From an optimization exercise on the open Yosys and OpenROAD flow, aimed at small area and a short achievable clock period; shortcuts taken in it are not production practice.
At most, simulation tests tie the RTL to the original design; equivalence was not proved.
For run 3, only the layout was checked, not whether the RTL still works.
Power and IR drop assume default switching activity.

==> design/flow/design.v <==
module top(clk,reset,a1,a2,a3,b1,b2,b3,c1,c2,c3,c4,c5,c6,c7,c8,c9);
 input wire clk,reset;
 input wire [7:0] a1,a2,a3,b1,b2,b3;
 output wire [16:0] c1,c2,c3,c4,c5,c6,c7,c8,c9;
 reg [7:0] a01n,a02n,a11n,a12n,a21n,a22n,b10n,b11n,b12n,b20n,b21n,b22n;
 reg [16:0] acc1,acc2,acc3,acc4,acc5,acc6,acc7,acc8,acc9;
 wire [16:0] n1,n2,n3,n4,n5,n6,n7,n8,n9;
 wire rst_n = ~reset;
 wire [7:0] a1g, a2g, a3g, b1g, b2g, b3g;
 nand8 g1 (a1, rst_n, a1g);
 nand8 g2 (a2, rst_n, a2g);
 nand8 g3 (a3, rst_n, a3g);
 nand8 g4 (b1, rst_n, b1g);
 nand8 g5 (b2, rst_n, b2g);
 nand8 g6 (b3, rst_n, b3g);
 wire [7:0] a1n = ~a1, a2n = ~a2, a3n = ~a3, b1n = ~b1, b2n = ~b2, b3n = ~b3;
 mac_in  m1 (.an(a1n),  .bn(b1n),  .acc(acc1), .reset(reset), .nxt(n1));
 mac_in  m2 (.an(a01n), .bn(b2n),  .acc(acc2), .reset(reset), .nxt(n2));
 mac_in  m3 (.an(a02n), .bn(b3n),  .acc(acc3), .reset(reset), .nxt(n3));
 mac_in  m4 (.an(a2n),  .bn(b10n), .acc(acc4), .reset(reset), .nxt(n4));
 mac_reg m5 (.an(a11n), .bn(b11n), .acc(acc5), .reset(reset), .nxt(n5));
 mac_reg m6 (.an(a12n), .bn(b12n), .acc(acc6), .reset(reset), .nxt(n6));
 mac_in  m7 (.an(a3n),  .bn(b20n), .acc(acc7), .reset(reset), .nxt(n7));
 mac_reg m8 (.an(a21n), .bn(b21n), .acc(acc8), .reset(reset), .nxt(n8));
 mac_reg m9 (.an(a22n), .bn(b22n), .acc(acc9), .reset(reset), .nxt(n9));
 always @(posedge clk) begin
    if (reset) begin
      a02n <= 8'hff; a12n <= 8'hff; a22n <= 8'hff;
      b20n <= 8'hff; b21n <= 8'hff; b22n <= 8'hff;
    end
    else begin
      a02n <= a01n; a12n <= a11n; a22n <= a21n;
      b20n <= b10n; b21n <= b11n; b22n <= b12n;
    end
    a01n <= a1g; a11n <= a2g; a21n <= a3g; b10n <= b1g; b11n <= b2g; b12n <= b3g;
    acc1 <= n1; acc2 <= n2; acc3 <= n3; acc4 <= n4; acc5 <= n5;
    acc6 <= n6; acc7 <= n7; acc8 <= n8; acc9 <= n9;
 end
 assign c1 = acc1; assign c2 = acc2; assign c3 = acc3;
 assign c4 = acc4; assign c5 = acc5; assign c6 = acc6;
 assign c7 = acc7; assign c8 = acc8; assign c9 = acc9;
endmodule
module mac_in(input wire [7:0] an, input wire [7:0] bn, input wire [16:0] acc, input wire reset, output wire [16:0] nxt);
  wire pp0_0 = ~an[0] & ~bn[0];
  wire pp0_1 = ~an[0] & ~bn[1];
  wire pp0_2 = ~an[0] & ~bn[2];
  wire pp0_3 = ~an[0] & ~bn[3];
  wire pp0_4 = ~an[0] & ~bn[4];
  wire pp0_5 = ~an[0] & ~bn[5];
  wire pp0_6 = ~an[0] & ~bn[6];
  wire pp0_7 = ~an[0] & ~bn[7];
  wire pp1_0 = ~an[1] & ~bn[0];
  wire pp1_1 = ~an[1] & ~bn[1];
  wire pp1_2 = ~an[1] & ~bn[2];
  wire pp1_3 = ~an[1] & ~bn[3];
  wire pp1_4 = ~an[1] & ~bn[4];
  wire pp1_5 = ~an[1] & ~bn[5];
  wire pp1_6 = ~an[1] & ~bn[6];
  wire pp1_7 = ~an[1] & ~bn[7];
  wire pp2_0 = ~an[2] & ~bn[0];
  wire pp2_1 = ~an[2] & ~bn[1];
  wire pp2_2 = ~an[2] & ~bn[2];
  wire pp2_3 = ~an[2] & ~bn[3];
  wire pp2_4 = ~an[2] & ~bn[4];
  wire pp2_5 = ~an[2] & ~bn[5];
  wire pp2_6 = ~an[2] & ~bn[6];
  wire pp2_7 = ~an[2] & ~bn[7];
  wire pp3_0 = ~an[3] & ~bn[0];
  wire pp3_1 = ~an[3] & ~bn[1];
  wire pp3_2 = ~an[3] & ~bn[2];
  wire pp3_3 = ~an[3] & ~bn[3];
  wire pp3_4 = ~an[3] & ~bn[4];
  wire pp3_5 = ~an[3] & ~bn[5];
  wire pp3_6 = ~an[3] & ~bn[6];
  wire pp3_7 = ~an[3] & ~bn[7];
  wire pp4_0 = ~an[4] & ~bn[0];
  wire pp4_1 = ~an[4] & ~bn[1];
  wire pp4_2 = ~an[4] & ~bn[2];
  wire pp4_3 = ~an[4] & ~bn[3];
  wire pp4_4 = ~an[4] & ~bn[4];
  wire pp4_5 = ~an[4] & ~bn[5];
  wire pp4_6 = ~an[4] & ~bn[6];
  wire pp4_7 = ~an[4] & ~bn[7];
  wire pp5_0 = ~an[5] & ~bn[0];
  wire pp5_1 = ~an[5] & ~bn[1];
  wire pp5_2 = ~an[5] & ~bn[2];
  wire pp5_3 = ~an[5] & ~bn[3];
  wire pp5_4 = ~an[5] & ~bn[4];
  wire pp5_5 = ~an[5] & ~bn[5];
  wire pp5_6 = ~an[5] & ~bn[6];
  wire pp5_7 = ~an[5] & ~bn[7];
  wire pp6_0 = ~an[6] & ~bn[0];
  wire pp6_1 = ~an[6] & ~bn[1];
  wire pp6_2 = ~an[6] & ~bn[2];
  wire pp6_3 = ~an[6] & ~bn[3];
  wire pp6_4 = ~an[6] & ~bn[4];
  wire pp6_5 = ~an[6] & ~bn[5];
  wire pp6_6 = ~an[6] & ~bn[6];
  wire pp6_7 = ~an[6] & ~bn[7];
  wire pp7_0 = ~an[7] & ~bn[0];
  wire pp7_1 = ~an[7] & ~bn[1];
  wire pp7_2 = ~an[7] & ~bn[2];
  wire pp7_3 = ~an[7] & ~bn[3];
  wire pp7_4 = ~an[7] & ~bn[4];
  wire pp7_5 = ~an[7] & ~bn[5];
  wire pp7_6 = ~an[7] & ~bn[6];
  wire pp7_7 = ~an[7] & ~bn[7];
  wire s1, c1;
  ha us1 (acc[5], pp0_5, s1, c1);
  wire s2, c2;
  fax us2 (acc[6], pp0_6, pp1_5, s2, c2);
  wire s3, c3;
  hax us3 (pp2_4, pp3_3, s3, c3);
  wire s4, c4;
  fax us4 (acc[7], pp0_7, pp1_6, s4, c4);
  wire s5, c5;
  fax us5 (pp2_5, pp3_4, pp4_3, s5, c5);
  wire s6, c6;
  ha us6 (pp5_2, pp6_1, s6, c6);
  wire s7, c7;
  fax us7 (acc[8], pp1_7, pp2_6, s7, c7);
  wire s8, c8;
  fa us8 (pp3_5, pp4_4, pp5_3, s8, c8);
  wire s9, c9;
  hax us9 (pp6_2, pp7_1, s9, c9);
  wire s10, c10;
  fax us10 (acc[9], pp2_7, pp3_6, s10, c10);
  wire s11, c11;
  fax us11 (pp4_5, pp5_4, pp6_3, s11, c11);
  wire s12, c12;
  fax us12 (acc[10], pp3_7, pp4_6, s12, c12);
  wire s13, c13;
  ha us13 (acc[3], pp0_3, s13, c13);
  wire s14, c14;
  fa us14 (acc[4], pp0_4, pp1_3, s14, c14);
  wire s15, c15;
  ha us15 (pp2_2, pp3_1, s15, c15);
  wire s16, c16;
  fax us16 (pp1_4, pp2_3, pp3_2, s16, c16);
  wire s17, c17;
  fax us17 (pp4_1, pp5_0, s1, s17, c17);
  wire s18, c18;
  fa us18 (pp4_2, pp5_1, pp6_0, s18, c18);
  wire s19, c19;
  fax us19 (c1, s3, s2, s19, c19);
  wire s20, c20;
  fax us20 (pp7_0, c3, s6, s20, c20);
  wire s21, c21;
  fa us21 (c2, s4, s5, s21, c21);
  wire s22, c22;
  fax us22 (c6, s9, c4, s22, c22);
  wire s23, c23;
  fax us23 (c5, s7, s8, s23, c23);
  wire s24, c24;
  fax us24 (pp7_2, c9, c7, s24, c24);
  wire s25, c25;
  fa us25 (c8, s10, s11, s25, c25);
  wire s26, c26;
  fa us26 (pp5_5, pp6_4, pp7_3, s26, c26);
  wire s27, c27;
  fa us27 (c10, c11, s12, s27, c27);
  wire s28, c28;
  fa us28 (acc[11], pp4_7, pp5_6, s28, c28);
  wire s29, c29;
  fax us29 (pp6_5, pp7_4, c12, s29, c29);
  wire s30, c30;
  fa us30 (acc[12], pp5_7, pp6_6, s30, c30);
  wire s31, c31;
  ha us31 (acc[2], pp0_2, s31, c31);
  wire s32, c32;
  fa us32 (pp1_2, pp2_1, pp3_0, s32, c32);
  wire s33, c33;
  fa us33 (pp4_0, c13, s15, s33, c33);
  wire s34, c34;
  fa us34 (c15, c14, s16, s34, c34);
  wire s35, c35;
  fax us35 (c16, c17, s18, s35, c35);
  wire s36, c36;
  fa us36 (c18, s20, c19, s36, c36);
  wire s37, c37;
  fax us37 (c20, s22, c21, s37, c37);
  wire s38, c38;
  fax us38 (s24, c22, c23, s38, c38);
  wire s39, c39;
  fax us39 (s26, c24, s27, s39, c39);
  wire s40, c40;
  fax us40 (c26, s28, s29, s40, c40);
  wire s41, c41;
  fax us41 (pp7_5, c28, s30, s41, c41);
  wire s42, c42;
  fa us42 (acc[13], pp6_7, pp7_6, s42, c42);
  wire s43, c43;
  ha us43 (acc[1], pp0_1, s43, c43);
  wire s44, c44;
  fa us44 (pp1_1, pp2_0, s31, s44, c44);
  wire s45, c45;
  fa us45 (c31, s13, s32, s45, c45);
  wire s46, c46;
  fa us46 (c32, s14, s33, s46, c46);
  wire s47, c47;
  fa us47 (s17, c33, s34, s47, c47);
  wire s48, c48;
  fa us48 (s19, c34, s35, s48, c48);
  wire s49, c49;
  fax us49 (c35, s21, s36, s49, c49);
  wire s50, c50;
  fax us50 (s23, c36, s37, s50, c50);
  wire s51, c51;
  fax us51 (s25, s38, c37, s51, c51);
  wire s52, c52;
  fax us52 (c25, c38, s39, s52, c52);
  wire s53, c53;
  fax us53 (c27, s40, c39, s53, c53);
  wire s54, c54;
  fa us54 (c29, s41, c40, s54, c54);
  wire s55, c55;
  fa us55 (c30, s42, c41, s55, c55);
  wire s56, c56;
  fa us56 (acc[14], pp7_7, c42, s56, c56);
  wire rs0, rc1;
  ha r0 (acc[0], pp0_0, rs0, rc1);
  assign nxt[0] = rs0 & ~reset;
  wire rs1, rc2;
  fa r1 (pp1_0, s43, rc1, rs1, rc2);
  assign nxt[1] = rs1 & ~reset;
  wire rs2, rc3;
  fa r2 (s44, c43, rc2, rs2, rc3);
  assign nxt[2] = rs2 & ~reset;
  wire rs3, rc4;
  fa r3 (s45, c44, rc3, rs3, rc4);
  assign nxt[3] = rs3 & ~reset;
  wire p4_4, g4_4;
  x2 px4 (s46, c45, p4_4);
  assign g4_4 = s46 & c45;
  wire p5_5, g5_5;
  x2 px5 (s47, c46, p5_5);
  assign g5_5 = s47 & c46;
  wire p6_6, g6_6;
  x2 px6 (s48, c47, p6_6);
  assign g6_6 = s48 & c47;
  wire p7_7, g7_7;
  x2 px7 (s49, c48, p7_7);
  assign g7_7 = s49 & c48;
  wire p8_8, g8_8;
  x2 px8 (s50, c49, p8_8);
  assign g8_8 = s50 & c49;
  wire p9_9, g9_9;
  x2 px9 (s51, c50, p9_9);
  assign g9_9 = s51 & c50;
  wire p10_10, g10_10;
  x2 px10 (s52, c51, p10_10);
  assign g10_10 = s52 & c51;
  wire p11_11, g11_11;
  x2 px11 (s53, c52, p11_11);
  assign g11_11 = s53 & c52;
  wire p12_12, g12_12;
  x2 px12 (s54, c53, p12_12);
  assign g12_12 = s54 & c53;
  wire p13_13, g13_13;
  x2 px13 (s55, c54, p13_13);
  assign g13_13 = s55 & c54;
  wire p14_14, g14_14;
  x2 px14 (s56, c55, p14_14);
  assign g14_14 = s56 & c55;
  wire p15_15, g15_15;
  x2 px15 (acc[15], c56, p15_15);
  assign g15_15 = acc[15] & c56;
  wire g4_3 = g4_4 | (p4_4 & rc4);
  wire g5_4 = g5_5 | (p5_5 & g4_4);
  wire p5_4 = p5_5 & p4_4;
  wire g6_5 = g6_6 | (p6_6 & g5_5);
  wire p6_5 = p6_6 & p5_5;
  wire g7_6 = g7_7 | (p7_7 & g6_6);
  wire p7_6 = p7_7 & p6_6;
  wire g8_7 = g8_8 | (p8_8 & g7_7);
  wire p8_7 = p8_8 & p7_7;
  wire g9_8 = g9_9 | (p9_9 & g8_8);
  wire p9_8 = p9_9 & p8_8;
  wire g10_9 = g10_10 | (p10_10 & g9_9);
  wire p10_9 = p10_10 & p9_9;
  wire g11_10 = g11_11 | (p11_11 & g10_10);
  wire p11_10 = p11_11 & p10_10;
  wire g12_11 = g12_12 | (p12_12 & g11_11);
  wire p12_11 = p12_12 & p11_11;
  wire g13_12 = g13_13 | (p13_13 & g12_12);
  wire p13_12 = p13_13 & p12_12;
  wire g14_13 = g14_14 | (p14_14 & g13_13);
  wire p14_13 = p14_14 & p13_13;
  wire g15_14 = g15_15 | (p15_15 & g14_14);
  wire p15_14 = p15_15 & p14_14;
  wire g5_3 = g5_4 | (p5_4 & rc4);
  wire g6_3 = g6_5 | (p6_5 & g4_3);
  wire g7_4 = g7_6 | (p7_6 & g5_4);
  wire p7_4 = p7_6 & p5_4;
  wire g8_5 = g8_7 | (p8_7 & g6_5);
  wire p8_5 = p8_7 & p6_5;
  wire g9_6 = g9_8 | (p9_8 & g7_6);
  wire p9_6 = p9_8 & p7_6;
  wire g10_7 = g10_9 | (p10_9 & g8_7);
  wire p10_7 = p10_9 & p8_7;
  wire g11_8 = g11_10 | (p11_10 & g9_8);
  wire p11_8 = p11_10 & p9_8;
  wire g12_9 = g12_11 | (p12_11 & g10_9);
  wire p12_9 = p12_11 & p10_9;
  wire g13_10 = g13_12 | (p13_12 & g11_10);
  wire p13_10 = p13_12 & p11_10;
  wire g14_11 = g14_13 | (p14_13 & g12_11);
  wire p14_11 = p14_13 & p12_11;
  wire g15_12 = g15_14 | (p15_14 & g13_12);
  wire p15_12 = p15_14 & p13_12;
  wire g7_3 = g7_4 | (p7_4 & rc4);
  wire g8_3 = g8_5 | (p8_5 & g4_3);
  wire g9_3 = g9_6 | (p9_6 & g5_3);
  wire g10_3 = g10_7 | (p10_7 & g6_3);
  wire g11_4 = g11_8 | (p11_8 & g7_4);
  wire p11_4 = p11_8 & p7_4;
  wire g12_5 = g12_9 | (p12_9 & g8_5);
  wire p12_5 = p12_9 & p8_5;
  wire g13_6 = g13_10 | (p13_10 & g9_6);
  wire p13_6 = p13_10 & p9_6;
  wire g14_7 = g14_11 | (p14_11 & g10_7);
  wire p14_7 = p14_11 & p10_7;
  wire g15_8 = g15_12 | (p15_12 & g11_8);
  wire p15_8 = p15_12 & p11_8;
  wire g11_3 = g11_4 | (p11_4 & rc4);
  wire g12_3 = g12_5 | (p12_5 & g4_3);
  wire g13_3 = g13_6 | (p13_6 & g5_3);
  wire g14_3 = g14_7 | (p14_7 & g6_3);
  wire g15_3 = g15_8 | (p15_8 & g7_3);
  wire sn4;
  xn2 sx4 (p4_4, rc4, sn4);
  assign nxt[4] = ~(sn4 | reset);
  wire sn5;
  xn2 sx5 (p5_5, g4_3, sn5);
  assign nxt[5] = ~(sn5 | reset);
  wire sn6;
  xn2 sx6 (p6_6, g5_3, sn6);
  assign nxt[6] = ~(sn6 | reset);
  wire sn7;
  xn2 sx7 (p7_7, g6_3, sn7);
  assign nxt[7] = ~(sn7 | reset);
  wire sn8;
  xn2 sx8 (p8_8, g7_3, sn8);
  assign nxt[8] = ~(sn8 | reset);
  wire sn9;
  xn2 sx9 (p9_9, g8_3, sn9);
  assign nxt[9] = ~(sn9 | reset);
  wire sn10;
  xn2 sx10 (p10_10, g9_3, sn10);
  assign nxt[10] = ~(sn10 | reset);
  wire sn11;
  xn2 sx11 (p11_11, g10_3, sn11);
  assign nxt[11] = ~(sn11 | reset);
  wire sn12;
  xn2 sx12 (p12_12, g11_3, sn12);
  assign nxt[12] = ~(sn12 | reset);
  wire sn13;
  xn2 sx13 (p13_13, g12_3, sn13);
  assign nxt[13] = ~(sn13 | reset);
  wire sn14;
  xn2 sx14 (p14_14, g13_3, sn14);
  assign nxt[14] = ~(sn14 | reset);
  wire sn15;
  xn2 sx15 (p15_15, g14_3, sn15);
  assign nxt[15] = ~(sn15 | reset);
  wire sn16;
  xn2 sx16 (acc[16], g15_3, sn16);
  assign nxt[16] = ~(sn16 | reset);
endmodule
module mac_reg(input wire [7:0] an, input wire [7:0] bn, input wire [16:0] acc, input wire reset, output wire [16:0] nxt);
  wire pp0_0 = ~an[0] & ~bn[0];
  wire pp0_1 = ~an[0] & ~bn[1];
  wire pp0_2 = ~an[0] & ~bn[2];
  wire pp0_3 = ~an[0] & ~bn[3];
  wire pp0_4 = ~an[0] & ~bn[4];
  wire pp0_5 = ~an[0] & ~bn[5];
  wire pp0_6 = ~an[0] & ~bn[6];
  wire pp0_7 = ~an[0] & ~bn[7];
  wire pp1_0 = ~an[1] & ~bn[0];
  wire pp1_1 = ~an[1] & ~bn[1];
  wire pp1_2 = ~an[1] & ~bn[2];
  wire pp1_3 = ~an[1] & ~bn[3];
  wire pp1_4 = ~an[1] & ~bn[4];
  wire pp1_5 = ~an[1] & ~bn[5];
  wire pp1_6 = ~an[1] & ~bn[6];
  wire pp1_7 = ~an[1] & ~bn[7];
  wire pp2_0 = ~an[2] & ~bn[0];
  wire pp2_1 = ~an[2] & ~bn[1];
  wire pp2_2 = ~an[2] & ~bn[2];
  wire pp2_3 = ~an[2] & ~bn[3];
  wire pp2_4 = ~an[2] & ~bn[4];
  wire pp2_5 = ~an[2] & ~bn[5];
  wire pp2_6 = ~an[2] & ~bn[6];
  wire pp2_7 = ~an[2] & ~bn[7];
  wire pp3_0 = ~an[3] & ~bn[0];
  wire pp3_1 = ~an[3] & ~bn[1];
  wire pp3_2 = ~an[3] & ~bn[2];
  wire pp3_3 = ~an[3] & ~bn[3];
  wire pp3_4 = ~an[3] & ~bn[4];
  wire pp3_5 = ~an[3] & ~bn[5];
  wire pp3_6 = ~an[3] & ~bn[6];
  wire pp3_7 = ~an[3] & ~bn[7];
  wire pp4_0 = ~an[4] & ~bn[0];
  wire pp4_1 = ~an[4] & ~bn[1];
  wire pp4_2 = ~an[4] & ~bn[2];
  wire pp4_3 = ~an[4] & ~bn[3];
  wire pp4_4 = ~an[4] & ~bn[4];
  wire pp4_5 = ~an[4] & ~bn[5];
  wire pp4_6 = ~an[4] & ~bn[6];
  wire pp4_7 = ~an[4] & ~bn[7];
  wire pp5_0 = ~an[5] & ~bn[0];
  wire pp5_1 = ~an[5] & ~bn[1];
  wire pp5_2 = ~an[5] & ~bn[2];
  wire pp5_3 = ~an[5] & ~bn[3];
  wire pp5_4 = ~an[5] & ~bn[4];
  wire pp5_5 = ~an[5] & ~bn[5];
  wire pp5_6 = ~an[5] & ~bn[6];
  wire pp5_7 = ~an[5] & ~bn[7];
  wire pp6_0 = ~an[6] & ~bn[0];
  wire pp6_1 = ~an[6] & ~bn[1];
  wire pp6_2 = ~an[6] & ~bn[2];
  wire pp6_3 = ~an[6] & ~bn[3];
  wire pp6_4 = ~an[6] & ~bn[4];
  wire pp6_5 = ~an[6] & ~bn[5];
  wire pp6_6 = ~an[6] & ~bn[6];
  wire pp6_7 = ~an[6] & ~bn[7];
  wire pp7_0 = ~an[7] & ~bn[0];
  wire pp7_1 = ~an[7] & ~bn[1];
  wire pp7_2 = ~an[7] & ~bn[2];
  wire pp7_3 = ~an[7] & ~bn[3];
  wire pp7_4 = ~an[7] & ~bn[4];
  wire pp7_5 = ~an[7] & ~bn[5];
  wire pp7_6 = ~an[7] & ~bn[6];
  wire pp7_7 = ~an[7] & ~bn[7];
  wire s1, c1;
  ha us1 (pp0_5, pp1_4, s1, c1);
  wire s2, c2;
  fax us2 (pp0_6, pp1_5, pp2_4, s2, c2);
  wire s3, c3;
  ha us3 (pp3_3, pp4_2, s3, c3);
  wire s4, c4;
  fax us4 (pp0_7, pp1_6, pp2_5, s4, c4);
  wire s5, c5;
  fax us5 (pp3_4, pp4_3, pp5_2, s5, c5);
  wire s6, c6;
  ha us6 (pp6_1, pp7_0, s6, c6);
  wire s7, c7;
  fax us7 (pp1_7, pp2_6, pp3_5, s7, c7);
  wire s8, c8;
  fax us8 (pp4_4, pp5_3, pp6_2, s8, c8);
  wire s9, c9;
  ha us9 (pp7_1, acc[8], s9, c9);
  wire s10, c10;
  fa us10 (pp2_7, pp3_6, pp4_5, s10, c10);
  wire s11, c11;
  fa us11 (pp5_4, pp6_3, pp7_2, s11, c11);
  wire s12, c12;
  fa us12 (pp3_7, pp4_6, pp5_5, s12, c12);
  wire s13, c13;
  ha us13 (pp0_3, pp1_2, s13, c13);
  wire s14, c14;
  fa us14 (pp0_4, pp1_3, pp2_2, s14, c14);
  wire s15, c15;
  ha us15 (pp3_1, pp4_0, s15, c15);
  wire s16, c16;
  fa us16 (pp2_3, pp3_2, pp4_1, s16, c16);
  wire s17, c17;
  fa us17 (pp5_0, acc[5], s1, s17, c17);
  wire s18, c18;
  fa us18 (pp5_1, pp6_0, acc[6], s18, c18);
  wire s19, c19;
  fa us19 (c1, s3, s2, s19, c19);
  wire s20, c20;
  fa us20 (acc[7], c3, s6, s20, c20);
  wire s21, c21;
  fa us21 (c2, s4, s5, s21, c21);
  wire s22, c22;
  fax us22 (c6, s9, c4, s22, c22);
  wire s23, c23;
  fa us23 (c5, s7, s8, s23, c23);
  wire s24, c24;
  fax us24 (acc[9], c9, c7, s24, c24);
  wire s25, c25;
  fa us25 (c8, s10, s11, s25, c25);
  wire s26, c26;
  fa us26 (pp6_4, pp7_3, acc[10], s26, c26);
  wire s27, c27;
  fax us27 (c10, c11, s12, s27, c27);
  wire s28, c28;
  fa us28 (pp4_7, pp5_6, pp6_5, s28, c28);
  wire s29, c29;
  fax us29 (pp7_4, acc[11], c12, s29, c29);
  wire s30, c30;
  fa us30 (pp5_7, pp6_6, pp7_5, s30, c30);
  wire s31, c31;
  ha us31 (pp0_2, pp1_1, s31, c31);
  wire s32, c32;
  fa us32 (pp2_1, pp3_0, acc[3], s32, c32);
  wire s33, c33;
  fa us33 (acc[4], c13, s15, s33, c33);
  wire s34, c34;
  fa us34 (c15, c14, s16, s34, c34);
  wire s35, c35;
  fa us35 (c16, c17, s18, s35, c35);
  wire s36, c36;
  fa us36 (c18, s20, c19, s36, c36);
  wire s37, c37;
  fa us37 (c20, s22, c21, s37, c37);
  wire s38, c38;
  fa us38 (s24, c22, c23, s38, c38);
  wire s39, c39;
  fa us39 (s26, c24, s27, s39, c39);
  wire s40, c40;
  fa us40 (c26, s28, s29, s40, c40);
  wire s41, c41;
  fa us41 (acc[12], c28, s30, s41, c41);
  wire s42, c42;
  fa us42 (pp6_7, pp7_6, acc[13], s42, c42);
  wire s43, c43;
  ha us43 (pp0_1, pp1_0, s43, c43);
  wire s44, c44;
  fa us44 (pp2_0, acc[2], s31, s44, c44);
  wire s45, c45;
  fa us45 (c31, s13, s32, s45, c45);
  wire s46, c46;
  fa us46 (c32, s14, s33, s46, c46);
  wire s47, c47;
  fa us47 (s17, c33, s34, s47, c47);
  wire s48, c48;
  fa us48 (s19, c34, s35, s48, c48);
  wire s49, c49;
  fa us49 (c35, s21, s36, s49, c49);
  wire s50, c50;
  fa us50 (s23, c36, s37, s50, c50);
  wire s51, c51;
  fa us51 (s25, s38, c37, s51, c51);
  wire s52, c52;
  fa us52 (c25, c38, s39, s52, c52);
  wire s53, c53;
  fa us53 (c27, s40, c39, s53, c53);
  wire s54, c54;
  fa us54 (c29, s41, c40, s54, c54);
  wire s55, c55;
  fa us55 (c30, s42, c41, s55, c55);
  wire s56, c56;
  fa us56 (pp7_7, acc[14], c42, s56, c56);
  wire rs0, rc1;
  ha r0 (pp0_0, acc[0], rs0, rc1);
  assign nxt[0] = rs0 & ~reset;
  wire rs1, rc2;
  fa r1 (acc[1], s43, rc1, rs1, rc2);
  assign nxt[1] = rs1 & ~reset;
  wire rs2, rc3;
  fa r2 (s44, c43, rc2, rs2, rc3);
  assign nxt[2] = rs2 & ~reset;
  wire rs3, rc4;
  fa r3 (s45, c44, rc3, rs3, rc4);
  assign nxt[3] = rs3 & ~reset;
  wire rs4, rc5;
  fa r4 (s46, c45, rc4, rs4, rc5);
  assign nxt[4] = rs4 & ~reset;
  wire p5_5, g5_5;
  x2 px5 (s47, c46, p5_5);
  assign g5_5 = s47 & c46;
  wire p6_6, g6_6;
  x2 px6 (s48, c47, p6_6);
  assign g6_6 = s48 & c47;
  wire p7_7, g7_7;
  x2 px7 (s49, c48, p7_7);
  assign g7_7 = s49 & c48;
  wire p8_8, g8_8;
  x2 px8 (s50, c49, p8_8);
  assign g8_8 = s50 & c49;
  wire p9_9, g9_9;
  x2 px9 (s51, c50, p9_9);
  assign g9_9 = s51 & c50;
  wire p10_10, g10_10;
  x2 px10 (s52, c51, p10_10);
  assign g10_10 = s52 & c51;
  wire p11_11, g11_11;
  x2 px11 (s53, c52, p11_11);
  assign g11_11 = s53 & c52;
  wire p12_12, g12_12;
  x2 px12 (s54, c53, p12_12);
  assign g12_12 = s54 & c53;
  wire p13_13, g13_13;
  x2 px13 (s55, c54, p13_13);
  assign g13_13 = s55 & c54;
  wire p14_14, g14_14;
  x2 px14 (s56, c55, p14_14);
  assign g14_14 = s56 & c55;
  wire p15_15, g15_15;
  x2 px15 (acc[15], c56, p15_15);
  assign g15_15 = acc[15] & c56;
  wire g5_4 = g5_5 | (p5_5 & rc5);
  wire g6_5 = g6_6 | (p6_6 & g5_5);
  wire p6_5 = p6_6 & p5_5;
  wire g7_6 = g7_7 | (p7_7 & g6_6);
  wire p7_6 = p7_7 & p6_6;
  wire g8_7 = g8_8 | (p8_8 & g7_7);
  wire p8_7 = p8_8 & p7_7;
  wire g9_8 = g9_9 | (p9_9 & g8_8);
  wire p9_8 = p9_9 & p8_8;
  wire g10_9 = g10_10 | (p10_10 & g9_9);
  wire p10_9 = p10_10 & p9_9;
  wire g11_10 = g11_11 | (p11_11 & g10_10);
  wire p11_10 = p11_11 & p10_10;
  wire g12_11 = g12_12 | (p12_12 & g11_11);
  wire p12_11 = p12_12 & p11_11;
  wire g13_12 = g13_13 | (p13_13 & g12_12);
  wire p13_12 = p13_13 & p12_12;
  wire g14_13 = g14_14 | (p14_14 & g13_13);
  wire p14_13 = p14_14 & p13_13;
  wire g15_14 = g15_15 | (p15_15 & g14_14);
  wire p15_14 = p15_15 & p14_14;
  wire g6_4 = g6_5 | (p6_5 & rc5);
  wire g7_4 = g7_6 | (p7_6 & g5_4);
  wire g8_5 = g8_7 | (p8_7 & g6_5);
  wire p8_5 = p8_7 & p6_5;
  wire g9_6 = g9_8 | (p9_8 & g7_6);
  wire p9_6 = p9_8 & p7_6;
  wire g10_7 = g10_9 | (p10_9 & g8_7);
  wire p10_7 = p10_9 & p8_7;
  wire g11_8 = g11_10 | (p11_10 & g9_8);
  wire p11_8 = p11_10 & p9_8;
  wire g12_9 = g12_11 | (p12_11 & g10_9);
  wire p12_9 = p12_11 & p10_9;
  wire g13_10 = g13_12 | (p13_12 & g11_10);
  wire p13_10 = p13_12 & p11_10;
  wire g14_11 = g14_13 | (p14_13 & g12_11);
  wire p14_11 = p14_13 & p12_11;
  wire g15_12 = g15_14 | (p15_14 & g13_12);
  wire p15_12 = p15_14 & p13_12;
  wire g8_4 = g8_5 | (p8_5 & rc5);
  wire g9_4 = g9_6 | (p9_6 & g5_4);
  wire g10_4 = g10_7 | (p10_7 & g6_4);
  wire g11_4 = g11_8 | (p11_8 & g7_4);
  wire g12_5 = g12_9 | (p12_9 & g8_5);
  wire p12_5 = p12_9 & p8_5;
  wire g13_6 = g13_10 | (p13_10 & g9_6);
  wire p13_6 = p13_10 & p9_6;
  wire g14_7 = g14_11 | (p14_11 & g10_7);
  wire p14_7 = p14_11 & p10_7;
  wire g15_8 = g15_12 | (p15_12 & g11_8);
  wire p15_8 = p15_12 & p11_8;
  wire g12_4 = g12_5 | (p12_5 & rc5);
  wire g13_4 = g13_6 | (p13_6 & g5_4);
  wire g14_4 = g14_7 | (p14_7 & g6_4);
  wire g15_4 = g15_8 | (p15_8 & g7_4);
  wire sn5;
  xn2 sx5 (p5_5, rc5, sn5);
  assign nxt[5] = ~(sn5 | reset);
  wire sn6;
  xn2 sx6 (p6_6, g5_4, sn6);
  assign nxt[6] = ~(sn6 | reset);
  wire sn7;
  xn2 sx7 (p7_7, g6_4, sn7);
  assign nxt[7] = ~(sn7 | reset);
  wire sn8;
  xn2 sx8 (p8_8, g7_4, sn8);
  assign nxt[8] = ~(sn8 | reset);
  wire sn9;
  xn2 sx9 (p9_9, g8_4, sn9);
  assign nxt[9] = ~(sn9 | reset);
  wire sn10;
  xn2 sx10 (p10_10, g9_4, sn10);
  assign nxt[10] = ~(sn10 | reset);
  wire sn11;
  xn2 sx11 (p11_11, g10_4, sn11);
  assign nxt[11] = ~(sn11 | reset);
  wire sn12;
  xn2 sx12 (p12_12, g11_4, sn12);
  assign nxt[12] = ~(sn12 | reset);
  wire sn13;
  xn2 sx13 (p13_13, g12_4, sn13);
  assign nxt[13] = ~(sn13 | reset);
  wire sn14;
  xn2 sx14 (p14_14, g13_4, sn14);
  assign nxt[14] = ~(sn14 | reset);
  wire sn15;
  xn2 sx15 (p15_15, g14_4, sn15);
  assign nxt[15] = ~(sn15 | reset);
  wire sn16;
  xn2 sx16 (acc[16], g15_4, sn16);
  assign nxt[16] = ~(sn16 | reset);
endmodule
module nand8(input wire [7:0] x, input wire e, output wire [7:0] y);
  assign y = ~(x & {8{e}});
endmodule
module fa(input wire x, input wire y, input wire z, output wire s, output wire c);
  assign s = x ^ y ^ z;
  assign c = (x & y) | (z & (x ^ y));
endmodule
module fax(input wire x, input wire y, input wire z, output wire s, output wire c);
  wire t;
  x2 u0 (x, y, t);
  x2 u1 (t, z, s);
  assign c = (x & y) | (z & t);
endmodule
module ha(input wire x, input wire y, output wire s, output wire c);
  assign s = x ^ y;
  assign c = x & y;
endmodule
module hax(input wire x, input wire y, output wire s, output wire c);
  x2 u0 (x, y, s);
  assign c = x & y;
endmodule
module x2(input wire x, input wire y, output wire s);
  assign s = x ^ y;
endmodule
module xn2(input wire x, input wire y, output wire s);
  assign s = ~(x ^ y);
endmodule
==> design/flow/flow/run.sh <==
#!/bin/bash
# Standard ORFS layout with buf_1 port buffers (input ones then upsized) and
# no CTS dummy loads.
set -euo pipefail
export BUFFER_PORTS_ARGS="-buffer_cell sky130_fd_sc_hd__buf_1"
export POST_GLOBAL_PLACE_TCL="$(pwd)/flow/post_gpl.tcl"
export CTS_ARGS="-sink_clustering_enable -repair_clock_nets -dont_use_dummy_load -buf_list sky130_fd_sc_hd__clkbuf_8"
export SETUP_MOVE_SEQUENCE="sizeup,swap"
bash standard.sh > standard_flow.log 2>&1
==> design/flow/flow/post_gpl.tcl <==
# Port buffers are inserted as buf_1; the input ones each drive a PE's partial
# products, so they get a stronger buffer, and so do the inverters they drive.
foreach inst [get_cells input*] {
  replace_cell $inst sky130_fd_sc_hd__buf_4
  foreach pin [get_pins -of_objects [get_nets -of_objects [get_pins [get_full_name $inst]/X]] -filter "direction == input"] {
    set c [get_cells -of_objects $pin]
    if {[get_property $c ref_name] == "sky130_fd_sc_hd__inv_1"} {
      replace_cell $c sky130_fd_sc_hd__inv_4
    }
  }
}
==> design/flow/standard.sh <==
#!/bin/bash
# synth_recipe.tcl (not shown) runs the flow's synth.tcl, then flattens the netlist and writes it again
# the make line also repeats each setting of config.mk as NAME=value (left out here)
make -C /OpenROAD-flow-scripts/flow DESIGN_CONFIG=/design/flow/config.mk WORK_HOME=/design/flow/orfs CLKGATE_MAP_FILE= SYNTH_SCRIPT=/design/flow/synth_recipe.tcl "${@:-finish}"
==> design/flow/config.mk <==
export PLATFORM = sky130hd
export DESIGN_NAME = top
export DESIGN_NICKNAME = top
export VERILOG_FILES = /design/flow/design.v
export SDC_FILE = /design/flow/constraint.sdc
export NUM_CORES = 4
export LEC_CHECK = 0
export CAP_MARGIN = 20
export CORE_MARGIN = 2
export CORE_UTILIZATION = 40
export GPL_TIMING_DRIVEN = 0
export SETUP_SLACK_MARGIN = 1.85
export SLEW_MARGIN = 20
export SYNTH_HIERARCHICAL = 1
==> design/flow/constraint.sdc <==
create_clock -name core_clock -period 6.0 [get_ports {clk}]
set_input_delay 1.2000 -clock core_clock [delete_from_list [all_inputs] [get_ports {clk}]]
set_output_delay 1.2000 -clock core_clock [all_outputs]
set_load 0.01 [all_outputs]
==> reports/results.ini, run 1 <==
[run_status]
status = no timing/DRC/antenna violations

[logic_synthesis]
ys_seq_area_share_pct = 20.1
synthTopCellsByArea = fa_1, dfxtp_1, xor2_1
synth_top_area_share_pct = 24.0
synth-async-reset-ratio_pct = 0
synth_cell_types = 40
avgSynthCellArea_sq_um = 8.95
syn_nets = 3190
synth_seq_cells = 249
synth_edf_count = 0
synth_ff_type = dfxtp_1
yosysTopAreaCell = fa_1
syn_inst = 2772
syn_area_sq_um = 24800
yosysWarnings = 7

[global_routing]
grt_max_degree = 77
grt_pass1_wl_microns = 107000
grt_pass1_vias = 20900
grt-ovfl-total = 0
grt_usage_pct = 20.9
antenna_found_initial = 3

[critical_path]
crit_slowest_cell = xor2_1
cp.depth = 18
cp-startpoint = a1[1]
critPathKind = input pin to register
end_kind = register
cp-start-kind = input pin
endpoint = acc1[15]
cpLargestDelayFamily = XOR/XNOR gates
crit_chain = buf_4 -> inv_4 -> buf_4 -> nor2_4 -> xor2_2 -> a22o_1 -> xor2_2 -> xor2_2 -> xor2_2 -> xor2_1 -> xor2_1 -> xor2_2 -> a32oi_2 -> nand2_2 -> nor3_1 -> o21ai_1 -> xnor2_1 -> nor2_1
critPathBufInv = 3
crit_arrival_ns = 4.57
worst_path_most_repeated_cell = xor2_2
reg2reg_from = b12n[7]
reg2reg_depth = 14
critPathMaxStageDelay_ns = 0.36
required_ns = 6.48
crit_path_max_fanout = 8
reg2reg_to = acc6[13]
rrSetupSlack_ns = 1.97

[detailed_routing]
drc = 0
num_vias = 20100
wl_per_cell_microns = 17.8
ant_nets = 0
first_pass_iters = 5
drt_iter0_markers = 1170
routed_via_density = 5.25
wirelength_microns = 68100

[timing]
final_max_slew_viol_count = 0
holdWs_ns = 0.425
period_needed_ns = 4.09
final.period_utilization_pct = 68.2
finalSetupTns_ns = 0
setup_viol = 0
clock-skew-final_ns = 0.0339
rsz0062_at_grt = yes
max_slew_margin_pct = 45.5
hold_viol = 0
worst_pin_slew_ns = 0.817
max_freq_mhz = 244

[die]
start_util_pct = 40.3
die_w_microns = 253
die_y_microns = 253
rows = 91
dieArea_sq_um = 64000
core_area_sq_um = 61500
ios = 203

[clocking]
clkLatencyLatePin_ns = 0.64
cts_sinks = 249
clock_path_buffers = 3
cts_tree = done
clk_pin_slew_ns = 0.05
htree_num_levels = 2
clock-root-buffer = clkbuf_8
post_cts_buffers = 0
cts_made_buffers = 51

[cells_and_area]
area_growth_pct = 20.6
final_nets = 3445
drive_above_1_share_pct = 21.7

[place]
dp_hpwl_microns = 53200
io_buffers = 202

[power]
power.leakage_nw = 14.0
ir_drop_mv = 0.561
powerDensity_nw_per_um2 = 331

[hold_path]
hold_class = register to register

[run]
maxCapViolCount = 0

[layout by cell type (no fill, tap or decap), types with 50 or more instances in the layout]
| master | Yosys | layout |
|---|---|---|
| buf_1 | 0 | 153 |
| nor2_1 | 703 | 643 |
| nand2_1 | 124 | 117 |
| xor2_1 | 446 | 289 |
| clkbuf_2 | 0 | 60 |
| clkbuf_8 | 0 | 51 |
| xnor2_1 | 113 | 113 |
| fa_1 | 297 | 262 |
| buf_4 | 0 | 61 |
| dfxtp_1 | 249 | 244 |
| ha_1 | 71 | 69 |
| a22o_1 | 185 | 182 |
| xor2_2 | 0 | 141 |
| nor2b_1 | 50 | 50 |
[per-module statistics from Yosys, one instance, submodules excluded]
module | flops+latches | cell area (sq um)
xn2 | 0 | 8.76
x2 | 0 | 8.76
hax | 0 | 6.26
fa | 0 | 20.0
ha | 0 | 12.5
mac_reg | 0 | 662
top | 249 | 5500
nand8 | 0 | 35.0
mac_in | 0 | 638
fax | 0 | 8.76
[layout make-up]
type	count	area [sq um]
fill	5840	31600
multi-input combinational	2288	21000
sequential	249	4990
tap	790	988
timing repair buffer	202	950
buffer	164	896
clock buffer	51	702
inverter	71	387
antenna	3	7.51
[worst min-delay path by stage]
stage	startpoint	endpoint	slack, ns	depth (start not counted)
5_1_grt	a21n[0]	a22n[0]	0.45	1
6_report	a21n[0]	a22n[0]	0.43	1
4_1_cts	a21n[0]	a22n[0]	0.43	1
2_1_floorplan	a11n[0]	a12n[0]	0.41	1
3_5_place_dp	a21n[6]	a22n[6]	0.42	1
3_3_place_gp	a21n[6]	a22n[6]	0.42	1
[where the power goes]
group / switching [W] / internal, W / leakage, nW
clock network: 0.000711 / 0.000737 / 0.367
registers: 0.000267 / 0.00196 / 2.05
logic: 0.00372 / 0.00252 / 11.6
total: 0.00470 / 0.00522 / 14.0
[state kept, by name, indices dropped and copies added, names as in the netlist, 17 cells and up]
| signal | flops |
|---|---|
| acc1 | 17 |
| acc2 | 17 |
| acc3 | 17 |
| acc4 | 17 |
| acc5 | 17 |
| acc6 | 17 |
| acc7 | 17 |
| acc8 | 17 |
| acc9 | 17 |
[kinds of logic (layout without fill, tap and decap cells)]
group	Yosys count	after routing	share of synthesized area (%)
AND/OR/NAND/NOR	985	985	16.4
XOR/XNOR	559	559	19.7
AO/OA/AOI/OAI	376	376	12.5
adder cells (fa/ha/maj)	368	368	27.6
flip-flops	249	249	20.1
buffers and inverters	235	488	3.65
other	0	3	0
[repair_timing]
| action | 4_1_cts | 5_1_grt |
|---|---|---|
| pin swaps | 12 | 207 |
| resized for setup | 55 | 494 |
| endpoints found under the setup margin | 28 | 65 |
| hold buffers | 0 | 0 |
[through the flow]
stage / power, W / area, sq um / setup WS (ns) / utilization (%) / cells
5_1_grt: 0.0107 / 29900 / 1.74 / 48.6 / 3818
2_1_floorplan: 0.00648 / 25000 / 1.83 / - / 2772
4_1_cts: 0.00931 / 27900 / 1.83 / 45.4 / 3815
3_3_place_gp: 0.00751 / 26700 / 0.0176 / 43.5 / 3764
6_report: 0.00991 / 29900 / 1.91 / 48.6 / 3818
3_5_place_dp: 0.00764 / 27100 / 1.07 / 44.0 / 3764
[cell usage after synthesis, types with 7 or more instances]
library cell,count
nor2_1,703
o31ai_1,9
o21ai_2,9
inv_1,66
xnor2_1,113
ha_1,71
dfxtp_1,249
nand2_1,124
or2_1,10
nor2b_1,50
nand3_1,14
or2_2,42
nand4_1,12
clkbuf_1,155
nor3_1,10
a21oi_1,18
o21ai_1,28
a32oi_1,40
and2_1,10
a22o_1,185
o21ai_0,12
buf_2,7
o22ai_1,9
a32o_1,18
o21a_1,9
xor2_1,446
fa_1,297
[routing by layer]
metal | vias up | track usage (%) | share of wire, %
met5 | - | 0 | 0
met3 | 122 | 3.52 | 4.9
met1 | 10100 | 26.8 | 43
li1 | 9410 | - | -
met4 | 0 | 7.05 | 3.1
met2 | 459 | 35.5 | 49
==> run 2: changes to the inputs <==
--- a/design/flow/config.mk
+++ b/design/flow/config.mk
@@ -10,3 +10,2 @@
 export CORE_UTILIZATION = 40
-export GPL_TIMING_DRIVEN = 0
 export SETUP_SLACK_MARGIN = 1.85
==> run 2 against run 1 <==
Compared with the run above: still clean; worst setup slack better by 0.096 ns; clock-buffer cell count shrank 1; via count shrank 1.8%; cell area fell by 7.8%; combinational power down 8.5%; synthesized cell count did not move; total power decreased by 4.4%; register-to-register slack improved by 0.06 ns; die area is the same; clock skew grew 0.024 ns; largest cell class unchanged.
==> reports/results.ini, run 2 <==
[run_status]
status = no timing/DRC/antenna violations

[cells_and_area]
final_common_cell = nor2_1
final_cell_count_no_fill = 3657  ; -4.2%
area_growth_pct = 11.3
fill_cells = 5928  ; +1.5%
seq_area_sq_um = 5050  ; +1.3%
final_nets = 3284  ; -4.7%
drive_above_1_share_pct = 12.9  ; -8.7 points
design_area_sq_um = 27600  ; -7.8%
layout.cells.most_common_list = nor2_1, xor2_1, fa_1
multi_input_area_sq_um = 19500  ; -7.1%

[detailed_routing]
num_vias = 19700  ; -1.8%
drc = 0  ; unchanged
wirelength_microns = 68100  ; -0.12%
drt_iter0_markers = 1042  ; -11%
routed_via_density = 5.39  ; +2.5%
first_pass_iters = 5  ; unchanged
ant_nets = 0  ; unchanged
wl_per_cell_microns = 18.6  ; +4.3%

[logic_synthesis]
syn_inst = 2772  ; unchanged
synth_compound_area_share_pct = 12.5  ; unchanged
yosysWarnings = 7  ; unchanged
ys_seq_area_share_pct = 20.1  ; unchanged
synth_seq_cells = 249  ; unchanged
synthAdderAreaFrac_pct = 27.6  ; unchanged
yosysTopAreaCell = fa_1
syn_nets = 3190  ; unchanged
synth_edf_count = 0  ; unchanged
synth_most_common_cell = nor2_1
synth_common_cells = nor2_1, xor2_1, fa_1
syn_area_sq_um = 24800  ; unchanged
synth_top_area_share_pct = 24.0  ; unchanged
avgSynthCellArea_sq_um = 8.95  ; unchanged
synth_cell_types = 40  ; unchanged
synth_xor_area_share_pct = 19.7  ; unchanged
synth_ff_type = dfxtp_1
synth-async-reset-ratio_pct = 0  ; unchanged
synth-simple-area-share_pct = 16.4  ; unchanged
synthMuxAreaShare_pct = 0  ; unchanged
synth_top_family_by_area = adder cells
synthTopCellsByArea = fa_1, dfxtp_1, xor2_1

[critical_path]
crit_path_max_fanout = 8  ; unchanged
worst_path_most_repeated_cell = xor2_1
cp-start-kind = input pin
crit_arrival_ns = 4.44  ; -0.13 ns
crit_chain = buf_4 -> inv_4 -> nor2_1 -> fa_1 -> xor2_1 -> xor2_1 -> xor2_1 -> xor2_1 -> xor2_2 -> a32oi_2 -> nand2_1 -> nor2_1 -> a211oi_2 -> xnor2_1 -> nor2_1
required_ns = 6.44  ; -0.04 ns
end_kind = register
critPathMaxStageDelay_ns = 0.59  ; +0.23 ns
crit_slowest_cell = fa_1
critPathKind = input pin to register

[hold_path]
hold_class = register to register

[place]
dp_hpwl_microns = 53400  ; +0.41%
io_buffers = 202  ; unchanged
dp_cells = 3604  ; -4.3%
placed_cell_area_sq_um = 26400  ; -2.5%

[timing]
max_slew_margin_pct = 38.2  ; -7.3 points
worst_pin_slew_ns = 0.927  ; +0.110 ns
clock-skew-final_ns = 0.0581  ; +0.0242 ns
max_freq_mhz = 250  ; +2.4%
setup_viol = 0  ; unchanged
hold_viol = 0  ; unchanged
finalSetupTns_ns = 0  ; unchanged
final_max_slew_viol_count = 0  ; unchanged
final.period_utilization_pct = 66.6  ; -1.6 points
period_needed_ns = 4.00  ; -0.0958 ns
rsz0062_at_grt = yes

[die]
rows = 91  ; unchanged
dieArea_sq_um = 64000  ; unchanged
start_util_pct = 40.3  ; unchanged
core_area_sq_um = 61500  ; unchanged
die_y_microns = 253  ; unchanged
ios = 203  ; unchanged
die_w_microns = 253  ; unchanged

[global_routing]
grt_usage_pct = 21.2  ; +0.32 points
grt_max_degree = 98  ; +27%
antenna_found_initial = 4  ; +1
grt_pass1_wl_microns = 108000  ; +1.0%
grt-ovfl-total = 0  ; unchanged
grt_pass1_vias = 20600  ; -1.4%

[clocking]
htree_num_levels = 2  ; unchanged
cts_sinks = 249  ; unchanged
cts_tree = done
clock-root-buffer = clkbuf_8
clock_path_buffers = 3  ; unchanged
post_cts_buffers = 0  ; unchanged
clk_pin_slew_ns = 0.05  ; about the same
cts_made_buffers = 50  ; -2.0%
ctsHoldBuffers = 0  ; unchanged
clkLatencyLatePin_ns = 0.64  ; about the same

[run]
maxCapViolCount = 0  ; unchanged

[power]
ir_drop_mv = 0.405  ; -28%
powerDensity_nw_per_um2 = 343  ; +3.6%
power.leakage_nw = 13.4  ; -4.6%

run 2: repair_timing:
item,4_1_cts,5_1_grt
endpoints found under the hold margin,0,0
pin swaps,0,39
endpoints found under the setup margin,5,53
gates resized for setup,9,111
run 2: kinds of logic (layout without fill, tap and decap cells):
family	count (synthesis)	after routing
and+or+nand+nor	985	985
xor gates and xnor gates	559	559
other	0	3
buffers and inverters	235	327
AOI/OAI and AO/OA	376	376
DFF	249	249
adders and majority gates	368	368
run 2: final cells by class:
class | count | share of cell area, %
diodes | 3 | 0.0272
clock buffers | 50 | 2.49
inverters | 71 | 1.40
multi-input cells | 2288 | 70.6
flip-flops and latches | 249 | 18.3
well taps | 790 | 3.58
repair buffers | 206 | 3.52
run 2: worst paths after layout:
path	slack [ns]	cells after the start	startpoint	end
setup / recovery	2.00	15	b3[7]	acc3[16]
hold / removal	0.51	2	acc5[16]	acc5[16]
setup reg to reg	2.03	13	b12n[6]	acc6[13]
hold reg to reg	0.51	2	acc5[16]	acc5[16]
run 2: power by group:
group / switching (W) / total [W] / internal (W) / leakage (nW)
clock network: 0.000719 / 0.00144 / 0.000726 / 0.360
registers: 0.000360 / 0.00232 / 0.00196 / 2.04
logic: 0.00344 / 0.00571 / 0.00227 / 11.0
run 2: stage by stage:
stage | hold WS, ns | utilization (%) | setup slack (ns) | power [W]
2_1_floorplan | 0.406 | - | 1.83 | 0.00648
3_3_place_gp | 0.486 | 42.4 | 1.18 | 0.00756
3_5_place_dp | 0.504 | 42.9 | 1.34 | 0.00769
4_1_cts | 0.517 | 44.1 | 1.83 | 0.00923
5_1_grt | 0.530 | 44.9 | 1.82 | 0.0102
6_report | 0.506 | 44.9 | 2.00 | 0.00947
run 2: worst max-delay path: cells and delay by family:
kind	cells	cell delay [ns]
xor+xnor	6	1.62
fa+ha+maj	1	0.59
simple gates	4	0.35
buf+inv	2	0.24
compound gates	2	0.45
run 2: layer usage:
layer / vias to the layer above / global-route usage (%) / wire length (microns)
li1: 9172 / - / -
met1: 9841 / 26.2 / 28700
met2: 536 / 36.4 / 33000
met3: 149 / 4.22 / 3900
met4: 4 / 7.93 / 2500
met5: - / 0 / 18
run 2: modules after synthesis (local to each module, per instance):
module | flip-flops and latches | cells inside | area [sq um]
fax | 0 | 1 | 8.76
fa | 0 | 1 | 20.0
mac_in | 0 | 140 | 638
hax | 0 | 1 | 6.26
xn2 | 0 | 1 | 8.76
x2 | 0 | 1 | 8.76
mac_reg | 0 | 141 | 662
top | 249 | 351 | 5500
nand8 | 0 | 9 | 35.0
ha | 0 | 1 | 12.5
==> run 3: changes to the inputs <==
--- a/design/flow/design.v
+++ b/design/flow/design.v
@@ -130,3 +130,3 @@
   wire s12, c12;
-  fax us12 (acc[10], pp3_7, pp4_6, s12, c12);
+  fa us12 (acc[10], pp3_7, pp4_6, s12, c12);
   wire s13, c13;
@@ -142,5 +142,5 @@
   wire s18, c18;
-  fa us18 (pp4_2, pp5_1, pp6_0, s18, c18);
+  fax us18 (pp4_2, pp5_1, pp6_0, s18, c18);
   wire s19, c19;
-  fax us19 (c1, s3, s2, s19, c19);
+  fa us19 (c1, s3, s2, s19, c19);
   wire s20, c20;
@@ -148,3 +148,3 @@
   wire s21, c21;
-  fa us21 (c2, s4, s5, s21, c21);
+  fax us21 (c2, s4, s5, s21, c21);
   wire s22, c22;
@@ -160,3 +160,3 @@
   wire s27, c27;
-  fa us27 (c10, c11, s12, s27, c27);
+  fax us27 (c10, c11, s12, s27, c27);
   wire s28, c28;
@@ -166,3 +166,3 @@
   wire s30, c30;
-  fa us30 (acc[12], pp5_7, pp6_6, s30, c30);
+  fax us30 (acc[12], pp5_7, pp6_6, s30, c30);
   wire s31, c31;
@@ -176,7 +176,7 @@
   wire s35, c35;
-  fax us35 (c16, c17, s18, s35, c35);
+  fa us35 (c16, c17, s18, s35, c35);
   wire s36, c36;
-  fa us36 (c18, s20, c19, s36, c36);
+  fax us36 (c18, s20, c19, s36, c36);
   wire s37, c37;
-  fax us37 (c20, s22, c21, s37, c37);
+  fa us37 (c20, s22, c21, s37, c37);
   wire s38, c38;
@@ -188,3 +188,3 @@
   wire s41, c41;
-  fax us41 (pp7_5, c28, s30, s41, c41);
+  fa us41 (pp7_5, c28, s30, s41, c41);
   wire s42, c42;
@@ -204,3 +204,3 @@
   wire s49, c49;
-  fax us49 (c35, s21, s36, s49, c49);
+  fa us49 (c35, s21, s36, s49, c49);
   wire s50, c50;
@@ -210,5 +210,5 @@
   wire s52, c52;
-  fax us52 (c25, c38, s39, s52, c52);
+  fa us52 (c25, c38, s39, s52, c52);
   wire s53, c53;
-  fax us53 (c27, s40, c39, s53, c53);
+  fa us53 (c27, s40, c39, s53, c53);
   wire s54, c54;
@@ -437,3 +437,3 @@
   wire s2, c2;
-  fax us2 (pp0_6, pp1_5, pp2_4, s2, c2);
+  fa us2 (pp0_6, pp1_5, pp2_4, s2, c2);
   wire s3, c3;
@@ -441,5 +441,5 @@
   wire s4, c4;
-  fax us4 (pp0_7, pp1_6, pp2_5, s4, c4);
+  fa us4 (pp0_7, pp1_6, pp2_5, s4, c4);
   wire s5, c5;
-  fax us5 (pp3_4, pp4_3, pp5_2, s5, c5);
+  fa us5 (pp3_4, pp4_3, pp5_2, s5, c5);
   wire s6, c6;
@@ -449,3 +449,3 @@
   wire s8, c8;
-  fax us8 (pp4_4, pp5_3, pp6_2, s8, c8);
+  fa us8 (pp4_4, pp5_3, pp6_2, s8, c8);
   wire s9, c9;
@@ -453,3 +453,3 @@
   wire s10, c10;
-  fa us10 (pp2_7, pp3_6, pp4_5, s10, c10);
+  fax us10 (pp2_7, pp3_6, pp4_5, s10, c10);
   wire s11, c11;
@@ -457,3 +457,3 @@
   wire s12, c12;
-  fa us12 (pp3_7, pp4_6, pp5_5, s12, c12);
+  fax us12 (pp3_7, pp4_6, pp5_5, s12, c12);
   wire s13, c13;
@@ -477,3 +477,3 @@
   wire s22, c22;
-  fax us22 (c6, s9, c4, s22, c22);
+  fa us22 (c6, s9, c4, s22, c22);
   wire s23, c23;
@@ -481,3 +481,3 @@
   wire s24, c24;
-  fax us24 (acc[9], c9, c7, s24, c24);
+  fa us24 (acc[9], c9, c7, s24, c24);
   wire s25, c25;
@@ -487,3 +487,3 @@
   wire s27, c27;
-  fax us27 (c10, c11, s12, s27, c27);
+  fa us27 (c10, c11, s12, s27, c27);
   wire s28, c28;
@@ -491,3 +491,3 @@
   wire s29, c29;
-  fax us29 (pp7_4, acc[11], c12, s29, c29);
+  fa us29 (pp7_4, acc[11], c12, s29, c29);
   wire s30, c30;
@@ -561,5 +561,5 @@
   assign nxt[4] = rs4 & ~reset;
-  wire p5_5, g5_5;
-  x2 px5 (s47, c46, p5_5);
-  assign g5_5 = s47 & c46;
+  wire rs5, rc6;
+  fa r5 (s47, c46, rc5, rs5, rc6);
+  assign nxt[5] = rs5 & ~reset;
   wire p6_6, g6_6;
@@ -594,5 +594,3 @@
   assign g15_15 = acc[15] & c56;
-  wire g5_4 = g5_5 | (p5_5 & rc5);
-  wire g6_5 = g6_6 | (p6_6 & g5_5);
-  wire p6_5 = p6_6 & p5_5;
+  wire g6_5 = g6_6 | (p6_6 & rc6);
   wire g7_6 = g7_7 | (p7_7 & g6_6);
@@ -615,6 +613,4 @@
   wire p15_14 = p15_15 & p14_14;
-  wire g6_4 = g6_5 | (p6_5 & rc5);
-  wire g7_4 = g7_6 | (p7_6 & g5_4);
+  wire g7_5 = g7_6 | (p7_6 & rc6);
   wire g8_5 = g8_7 | (p8_7 & g6_5);
-  wire p8_5 = p8_7 & p6_5;
   wire g9_6 = g9_8 | (p9_8 & g7_6);
@@ -633,8 +629,6 @@
   wire p15_12 = p15_14 & p13_12;
-  wire g8_4 = g8_5 | (p8_5 & rc5);
-  wire g9_4 = g9_6 | (p9_6 & g5_4);
-  wire g10_4 = g10_7 | (p10_7 & g6_4);
-  wire g11_4 = g11_8 | (p11_8 & g7_4);
+  wire g9_5 = g9_6 | (p9_6 & rc6);
+  wire g10_5 = g10_7 | (p10_7 & g6_5);
+  wire g11_5 = g11_8 | (p11_8 & g7_5);
   wire g12_5 = g12_9 | (p12_9 & g8_5);
-  wire p12_5 = p12_9 & p8_5;
   wire g13_6 = g13_10 | (p13_10 & g9_6);
@@ -645,41 +639,37 @@
   wire p15_8 = p15_12 & p11_8;
-  wire g12_4 = g12_5 | (p12_5 & rc5);
-  wire g13_4 = g13_6 | (p13_6 & g5_4);
-  wire g14_4 = g14_7 | (p14_7 & g6_4);
-  wire g15_4 = g15_8 | (p15_8 & g7_4);
-  wire sn5;
-  xn2 sx5 (p5_5, rc5, sn5);
-  assign nxt[5] = ~(sn5 | reset);
+  wire g13_5 = g13_6 | (p13_6 & rc6);
+  wire g14_5 = g14_7 | (p14_7 & g6_5);
+  wire g15_5 = g15_8 | (p15_8 & g7_5);
   wire sn6;
-  xn2 sx6 (p6_6, g5_4, sn6);
+  xn2 sx6 (p6_6, rc6, sn6);
   assign nxt[6] = ~(sn6 | reset);
   wire sn7;
-  xn2 sx7 (p7_7, g6_4, sn7);
+  xn2 sx7 (p7_7, g6_5, sn7);
   assign nxt[7] = ~(sn7 | reset);
   wire sn8;
-  xn2 sx8 (p8_8, g7_4, sn8);
+  xn2 sx8 (p8_8, g7_5, sn8);
   assign nxt[8] = ~(sn8 | reset);
   wire sn9;
-  xn2 sx9 (p9_9, g8_4, sn9);
+  xn2 sx9 (p9_9, g8_5, sn9);
   assign nxt[9] = ~(sn9 | reset);
   wire sn10;
-  xn2 sx10 (p10_10, g9_4, sn10);
+  xn2 sx10 (p10_10, g9_5, sn10);
   assign nxt[10] = ~(sn10 | reset);
   wire sn11;
-  xn2 sx11 (p11_11, g10_4, sn11);
+  xn2 sx11 (p11_11, g10_5, sn11);
   assign nxt[11] = ~(sn11 | reset);
   wire sn12;
-  xn2 sx12 (p12_12, g11_4, sn12);
+  xn2 sx12 (p12_12, g11_5, sn12);
   assign nxt[12] = ~(sn12 | reset);
   wire sn13;
-  xn2 sx13 (p13_13, g12_4, sn13);
+  xn2 sx13 (p13_13, g12_5, sn13);
   assign nxt[13] = ~(sn13 | reset);
   wire sn14;
-  xn2 sx14 (p14_14, g13_4, sn14);
+  xn2 sx14 (p14_14, g13_5, sn14);
   assign nxt[14] = ~(sn14 | reset);
   wire sn15;
-  xn2 sx15 (p15_15, g14_4, sn15);
+  xn2 sx15 (p15_15, g14_5, sn15);
   assign nxt[15] = ~(sn15 | reset);
   wire sn16;
-  xn2 sx16 (acc[16], g15_4, sn16);
+  xn2 sx16 (acc[16], g15_5, sn16);
   assign nxt[16] = ~(sn16 | reset);
==> run 3 against run 2 <==
Compared with the run above: worst setup slack worse by 0.11 ns; final cell count is 4.3% lower; still clean on timing, DRC and antenna; clock power down 3%; register-to-register slack lost 0.14 ns; critical path type is now register to register; largest power group unchanged; sequential power barely moved.
==> reports/results.ini, run 3 <==
[timing]
final.period_utilization_pct = 68.5  ; +1.9 points
max_freq_mhz = 243  ; -2.8%
period_needed_ns = 4.11  ; +0.113 ns
holdWs_ns = 0.515  ; +0.00855 ns
setup_ws_ns = 1.89  ; -0.113 ns
hold_viol = 0  ; unchanged
worst_pin_slew_ns = 0.815  ; -0.112 ns
max_slew_margin_pct = 45.7  ; +7.5 points
finalSetupTns_ns = 0  ; unchanged
final_max_slew_viol_count = 0  ; unchanged
rsz0062_at_grt = yes
clock-skew-final_ns = 0.0613  ; +0.00325 ns
setup_viol = 0  ; unchanged

[critical_path]
reg2reg_from = a21n[4]
critPathMaxStageDelay_ns = 0.66  ; +0.07 ns
required_ns = 6.45  ; about the same
reg2reg_depth = 12  ; -1
crit_slowest_cell = fa_2
critPathBufInv = 0  ; -2
rrSetupSlack_ns = 1.89  ; -0.14 ns
cpLargestDelayFamily = adder cells
crit_path_max_fanout = 9  ; +1
crit_arrival_ns = 4.56  ; +0.12 ns
reg2reg_to = acc8[15]
end_kind = register
worst_path_most_repeated_cell = fa_1
cp-start-kind = register
critPathKind = register to register
crit_chain = nor2_1 -> fa_1 -> fa_1 -> fa_1 -> fa_2 -> xor2_4 -> and4_4 -> a41oi_4 -> or3_4 -> a31oi_4 -> xnor2_1 -> nor2_1

[logic_synthesis]
syn_inst = 2626  ; -5.3%
synthTopCellsByArea = fa_1, dfxtp_1, xor2_1
synth_cell_types = 38  ; -5.0%
avgSynthCellArea_sq_um = 9.22  ; +3.1%
synth_top_family_by_area = adder cells
synth_xor_area_share_pct = 17.1  ; -2.6 points
yosysTopAreaCell = fa_1
syn_nets = 3087  ; -3.2%
synth_edf_count = 0  ; unchanged
synthAdderAreaFrac_pct = 31.8  ; +4.2 points
syn_area_sq_um = 24200  ; -2.3%
synth_most_common_cell = nor2_1
synth-async-reset-ratio_pct = 0  ; unchanged
synth-simple-area-share_pct = 16.5  ; +0.059 points
synth_compound_area_share_pct = 10.4  ; -2.1 points
synth_common_cells = nor2_1, xor2_1, fa_1
synth_top_area_share_pct = 28.1  ; +4.1 points
synth_seq_cells = 249  ; unchanged
yosysWarnings = 7  ; unchanged
synthMuxAreaShare_pct = 0  ; unchanged
synth_ff_type = dfxtp_1
ys_seq_area_share_pct = 20.6  ; +0.48 points

[global_routing]
use_met1_pct = 27.4  ; +1.2 points
grt_util_met3_pct = 3.59  ; -0.64 points
grt_max_degree = 76  ; -22%
grt_usage_pct = 21.0  ; -0.17 points
grt_pass1_wl_microns = 105000  ; -2.9%
antenna_found_initial = 2  ; -2
gr-max-usage-layer = met2
grt_pass1_vias = 19700  ; -4.5%
grt-ovfl-total = 0  ; unchanged
use_met2_pct = 36.1  ; -0.29 points

[detailed_routing]
routed_via_density = 5.32  ; -1.2%
drt_iter0_markers = 939  ; -9.9%
wl_per_cell_microns = 18.8  ; +1.2%
first_pass_iters = 5  ; unchanged
wirelength_microns = 65800  ; -3.2%
ant_nets = 0  ; unchanged
num_vias = 18600  ; -5.5%
drc = 0  ; unchanged

[place]
place_ws_ns = 1.37  ; +0.0342 ns
dp_hpwl_microns = 51700  ; -3.2%
io_buffers = 202  ; unchanged

[run]
maxCapViolCount = 0  ; unchanged

[clocking]
clock-root-buffer = clkbuf_8
cts_tree = done
clk_pin_slew_ns = 0.06  ; about the same
cts_sinks = 249  ; unchanged
clkLatencyLatePin_ns = 0.66  ; +0.02 ns
cts_made_buffers = 48  ; -4.0%
htree_num_levels = 2  ; unchanged
clock_path_buffers = 3  ; unchanged
post_cts_buffers = 0  ; unchanged

[run_status]
status = no timing/DRC/antenna violations

[cells_and_area]
final_util_pct = 46.7  ; +1.8 points
diodes = 0  ; -3
final_nets = 3179  ; -3.2%
area_growth_pct = 15.8
layout.cells.most_common_list = nor2_1, xor2_1, fa_1
final_common_cell = nor2_1
drive_above_1_share_pct = 19.9  ; +7.0 points

[die]
dieArea_sq_um = 62500  ; -2.3%
rows = 90  ; -1.1%
die_y_microns = 250  ; -1.1%
ios = 203  ; unchanged
start_util_pct = 40.3  ; -0.049 points
die_w_microns = 250  ; -1.1%
core_area_sq_um = 60100  ; -2.2%

[power]
powerDensity_nw_per_um2 = 340  ; -1.0%
ir_drop_mv = 0.526  ; +30%
power.leakage_nw = 12.9  ; -3.5%

[hold_path]
whs_path_depth = 2  ; unchanged
hold_end = acc6[16]
hold_class = register to register
min_from = acc6[16]

[run 3: changes by cell type after synthesis, sizes merged, moves of 8 or more]
cell	delta
xor2	-82
fa	+43
a22o	-23
o21ai	-20
nand2	-16
a32oi	-12
nand4	-12
a31oi	+8
a32o	-8
inv	-8
nor2	-8
[run 3: per-layer routing]
metal | part of all wire, % | wire, microns | vias up
met5 | 0.029 | 19 | -
met1 | 43 | 28500 | 9395
met3 | 5.3 | 3470 | 103
met2 | 49 | 32200 | 541
met4 | 2.4 | 1580 | 4
li1 | - | - | 8570
[run 3: worst max-delay path by stage]
stage                        from        to  slack [ns]  depth (start not counted)
after floorplan             b1[2]  acc1[16]        1.83                         14
after global placement      b3[2]  acc3[16]        1.20                         17
after detailed placement    b3[2]  acc3[16]        1.37                         17
after CTS                 a21n[2]  acc8[15]        1.85                         12
after global routing      a21n[4]  acc8[16]        1.76                         12
final                     a21n[4]  acc8[15]        1.89                         12
[run 3: modules after synthesis, one instance, submodules excluded, excerpt]
module / cell area (sq um) / cells / copies in the design / flip-flops and latches
mac_reg: 577 / 125 / 4 / 0
x2: 8.76 / 1 / 364 / 0
hax: 6.26 / 1 / 10 / 0
fa: 20.0 / 1 / 340 / 0
mac_in: 638 / 140 / 5 / 0
top: 5500 / 351 / 1 / 249
xn2: 8.76 / 1 / 109 / 0
[run 3: cells by family (layout without fill, tap and decap cells)]
logic type               count (synthesis)  in the layout
AND/OR/NAND/NOR                        957            957
XOR/XNOR                               473            473
adder cells (fa/ha/maj)                411            411
AO/OA/AOI/OAI                          309            309
flip-flops                             249            249
buffers and inverters                  227            317
[run 3: power by group]
part	switching, W	total [W]	leakage [nW]	internal (W)
clock	0.000706	0.00140	0.345	0.000697
sequential	0.000360	0.00231	2.05	0.00195
combinational	0.00341	0.00582	10.5	0.00242
[run 3: stage by stage]
stage               cell area (sq um)  total power [W]  instances
floorplan                       25100          0.00664       2626
global placement                26000          0.00765       3450
detailed placement              26300          0.00777       3450
CTS                             27400          0.00937       3498
global route                    28100           0.0103       3498
finish                          28100          0.00954       3498
[run 3: what timing repair did]
action                                  in CTS  in global routing
pin swaps                                   18                106
hold buffers                                 0                  0
endpoints found under the setup margin      33                 46
gates resized for setup                    144                134
[run 3: worst register-to-register path: stages (launching register included)]
cell	delay [ns]
dfxtp_4	0.41
nor2_1	0.09
fa_1	0.53
fa_1	0.43
fa_1	0.47
fa_2	0.66
xor2_4	0.24
and4_4	0.27
a41oi_4	0.05
or3_4	0.40
a31oi_4	0.17
xnor2_1	0.14
nor2_1	0.05
[run 3: layout make-up]
type                    instances  area (sq um)
fillers                      5683         32100
multi-input cells            2150         19900
flip-flops and latches        249          5170
well taps                     782           978
repair buffers                206           972
clock buffers                  48           661
inverters                      63           362

-- port drivers added, routing unchanged --
Ports are ideal in the flow. The routed layouts listed here were re-timed in OpenROAD. Step 1 assumes that a clkbuf_16 drives the clock port and a buf_2 every other input. Step 2 adds t to the input delays and takes it off the output delays; t is the mean of the earliest and latest rising clock arrival at the registers after step 1. Input paths then give back, and output paths get back, about the clock's delay inside the block. a / b / c = ideal ports / drivers / drivers and shift; a / b = the first two.
run	t, ns	setup slack, ns	clock arrival spread, ns	pins driven straight from the clock port
run 1	0.681	1.906 / 1.919 / 1.237	0.041 / 0.041	1
run 2	0.660	2.001 / 2.026 / 1.366	0.065 / 0.065	1
run 3	0.674	1.888 / 1.888 / 1.333	0.072 / 0.072	1
After both steps setup and hold are still met in every run listed. The setup slack of run 1, which loses most, moves by +0.013 ns with the drivers and by -0.669 ns with both steps.
